What follows belongs to an exercise in optimizing a design on an open flow for small area, a short achievable clock period and few clock cycles; a production flow would make more cautious choices.
At most, simulation tests tie the RTL to the original design; equivalence was not proved.

## the baseline
Design RV32I_Processor, start of the top module:
module RV32I_Processor(
    input         clk,
    input         rst,
    output [31:0] imem_addr,
    input  [31:0] imem_rdata,
    output [31:0] dmem_addr,
    output [31:0] dmem_wdata,
    output        dmem_we,
    input  [31:0] dmem_rdata
);
Size: roughly 5,500 cells after synthesis, roughly 1,400 flip-flops, roughly 160 I/O pins, about 66,000 sq um of cells after synthesis.
Settings: LEC_CHECK=0, CAP_MARGIN=20, CORE_MARGIN=2, CORE_UTILIZATION=55, CTS_CLUSTER_DIAMETER=100, CTS_CLUSTER_SIZE=25, PLACE_DENSITY=0.7, SLEW_MARGIN=20; clock period 11.0 ns.
standard.sh (not shown) runs the stock make flow with config.mk's settings and CLKGATE_MAP_FILE= SYNTH_SCRIPT=/design/flow/synth_recipe.tcl, a recipe that flattens the netlist after the stock synthesis.
==> flow/flow/run.sh <==
#!/bin/bash
# Standard layout, with timing repair aiming for a larger setup slack.
set -euo pipefail
bash standard.sh SETUP_SLACK_MARGIN=7.5 finish > standard_flow.log 2>&1
Changes in the candidate relative to the baseline:
--- a/flow/design.v
+++ b/flow/design.v
@@ -42,36 +42,26 @@
     assign Imm_Ext = isU ? {In[31:12], 12'b0} :
                      isS ? {{20{In[31]}}, In[31:25], In[11:7]} :
                            {{20{In[31]}}, In[31:20]};
 endmodule
 module Register_file(clk, WE3, WD3, A1, A2, A3, RD1, RD2);
     input clk, WE3;
     input  [4:0]  A1, A2, A3;
     input  [31:0] WD3;
     output [31:0] RD1, RD2;
     reg [31:0] Register [1:31];
-    integer i;
-    always @(posedge clk)
-        for (i = 1; i < 32; i = i + 1)
-            if (WE3 && A3 == i)
-                Register[i] <= WD3;
-    reg [31:0] o1, o2;
-    always @(*) begin
-        o1 = 32'd0;
-        o2 = 32'd0;
-        for (i = 1; i < 32; i = i + 1) begin
-            o1 = o1 | ({32{A1 == i}} & Register[i]);
-            o2 = o2 | ({32{A2 == i}} & Register[i]);
-        end
+    always @(posedge clk) begin
+        if (WE3 & (A3 != 5'h00))
+            Register[A3] <= WD3;
     end
-    assign RD1 = o1;
-    assign RD2 = o2;
+    assign RD1 = Register[A1];
+    assign RD2 = Register[A2];
 endmodule
 module Hazard_unit(
     input        ValidD,
     input  [4:0] Rs1D, Rs2D,
     input        UsesRs1D, UsesRs2D, OpAIsRs1D, OpBIsRs2D,
     input        RegWriteE, LoadE,
     input  [4:0] RdE,
     output       StallD, FwdA, FwdB, FwdS
 );
     wire hit1 = RegWriteE & (RdE == Rs1D);
@@ -104,20 +94,21 @@
     output [31:0] imem_addr,
     input  [31:0] imem_rdata,
     output [31:0] dmem_addr,
     output [31:0] dmem_wdata,
     output        dmem_we,
     input  [31:0] dmem_rdata
 );
     reg        RegWriteW, LoadW, MemWriteW;
     reg [4:0]  RdW;
     reg [31:0] ResultW, WriteDataW;
+    reg [31:0] MemAddrW;
     wire [31:0] WBDataW = LoadW ? dmem_rdata : ResultW;
     reg FlushR;
     reg  [31:2] PCF;
     wire [31:2] PCPlus4F = PCF + 30'd1;
     assign imem_addr = {PCF, 2'b00};
     reg         BtbValid;
     reg  [11:2] BtbTag, BtbTarget;
     wire        BtbHitF = BtbValid & (PCF[31:12] == 20'd0) & (PCF[11:2] == BtbTag);
     wire        pdJAL = imem_rdata[6] & imem_rdata[3];
     wire        pdBr  = imem_rdata[6] & ~imem_rdata[2];
@@ -148,22 +139,22 @@
     wire [31:0] RD1D, RD2D;
     Register_file rf (
         .clk(clk), .WE3(RegWriteW), .WD3(WBDataW),
         .A1(Rs1D), .A2(Rs2D), .A3(RdW),
         .RD1(RD1D), .RD2(RD2D)
     );
     reg         RegWriteEr, LoadEr, StoreEr, JALREr;
     reg  [17:0] rCond;    
     reg         rRR;
     reg  [4:0]  RdE;
-    wire        RegWriteE = RegWriteEr;
-    wire        LoadE     = LoadEr;
+    wire        RegWriteE = RegWriteEr & ~FlushR;
+    wire        LoadE     = LoadEr & ~FlushR;
     wire StallD, FwdAD, FwdBD, FwdSD;
     Hazard_unit hazard (
         .ValidD(ValidD), .Rs1D(Rs1D), .Rs2D(Rs2D),
         .UsesRs1D(usesRs1D), .UsesRs2D(usesRs2D),
         .OpAIsRs1D(~(isLUID | isAUIPCD)), .OpBIsRs2D(isRD | isBrD),
         .RegWriteE(RegWriteE), .LoadE(LoadE), .RdE(RdE),
         .StallD(StallD), .FwdA(FwdAD), .FwdB(FwdBD), .FwdS(FwdSD)
     );
     wire [31:2] TargetD  = PCD + {{11{ImmBJD[20]}}, ImmBJD};
     wire [31:2] PCPlus4D = PCD + 30'd1;
@@ -252,23 +243,23 @@
     wire        BrRRD  = (cEq | cGe | cGeu) & FwdAD & FwdBD;
     always @(posedge clk or posedge rst) begin
         if (rst) begin
             RegWriteEr <= 1'b0;
             LoadEr     <= 1'b0;
             StoreEr    <= 1'b0;
             JALREr     <= 1'b0;
             rCond      <= 18'd0;
             rRR        <= 1'b0;
         end else begin
-            RegWriteEr <= IssueE & WritesD;
-            LoadEr     <= IssueE & WritesD & isLoadD;
-            StoreEr    <= IssueE & isStoreD;
+            RegWriteEr <= IssueD & WritesD;
+            LoadEr     <= IssueD & WritesD & isLoadD;
+            StoreEr    <= IssueD & isStoreD;
             JALREr     <= IssueE & isJALRD;
             rCond      <= BrSelD;
             rRR        <= BrRRD;
         end
     end
     always @(posedge clk) begin
         RdE        <= RdD;
         OpAE       <= OpAD;
         OpBE       <= OpBD;
         StoreDataE <= Rs2ValD;
@@ -313,23 +304,24 @@
         .Redirect(BranchRedirectE)
     );
     assign RedirectE = BranchRedirectE | JALREr;
     assign TargetE   = JALREr ? SumE[31:2] : AltE;
     always @(posedge clk or posedge rst) begin
         if (rst) begin
             RegWriteW <= 1'b0;
             MemWriteW <= 1'b0;
         end else begin
             RegWriteW <= RegWriteE;
-            MemWriteW <= StoreEr;
+            MemWriteW <= StoreEr & ~FlushR;
         end
     end
     always @(posedge clk) begin
         LoadW      <= LoadEr;
         RdW        <= RdE;
         ResultW    <= ALUResultE | ({32{JumpLinkE}} & {AltE, 2'b00});
         WriteDataW <= SE;
+        MemAddrW   <= ALUResultE;
     end
-    assign dmem_addr  = ResultW;
+    assign dmem_addr  = MemAddrW;
     assign dmem_wdata = WriteDataW;
     assign dmem_we    = MemWriteW;
 endmodule
[summary]
The candidate ended up with FwdAE as its launching instance or port of the critical path; the baseline ended up with FwdBE. The candidate vs the baseline — utilization dropped 1.4 points. The candidate reports a lower global routing usage summed across all routing layers than the baseline does. On cell count: the candidate sits below the baseline. In the tables for the candidate and the baseline, routed length per instance reads lower with the candidate. Going from the baseline to the candidate, placement row count grew by a few percent. Compared with the baseline, in the candidate weighted congestion at the end of routability-driven global placement held; final area picked up an extra 6500 sq um; number of global-route vias before repair saw a decrease; routing usage on met2 lower.
Testbench counts of the candidate, summed over its fixed seeds: cycles 61,321.
The RTL of the baseline was laid out without a check of its function.

separate check: timing with driven ports:
The flow's constraints put no driver on any port. The routed layouts listed below were extracted and timed again, unchanged, in two steps.
Step 1: set_driving_cell puts a clkbuf_16 on clk and a buf_2 on each other input, an assumption about the parent block.
Step 2 adds t to the input delays and takes it off the output delays; t is the mean of the earliest and latest rising clock arrival at the registers after step 1. Input paths then give back, and output paths get back, about the clock's delay inside the block.
a / b / c = ideal / step 1 / step 2; a / b = the first two.
| run | t (ns) | setup WS [ns] | cell pins on the clock port's net |
|---|---|---|---|
| the baseline | 0.789 | 6.977 / 6.977 / 6.810 | 1 |
| the candidate | 0.768 | 7.227 / 7.227 / 6.741 | 1 |
After both steps setup and hold are still met in every run listed. For the candidate, which loses most, drivers alone change the setup slack by 0.000 ns; drivers and shift together by -0.486 ns.
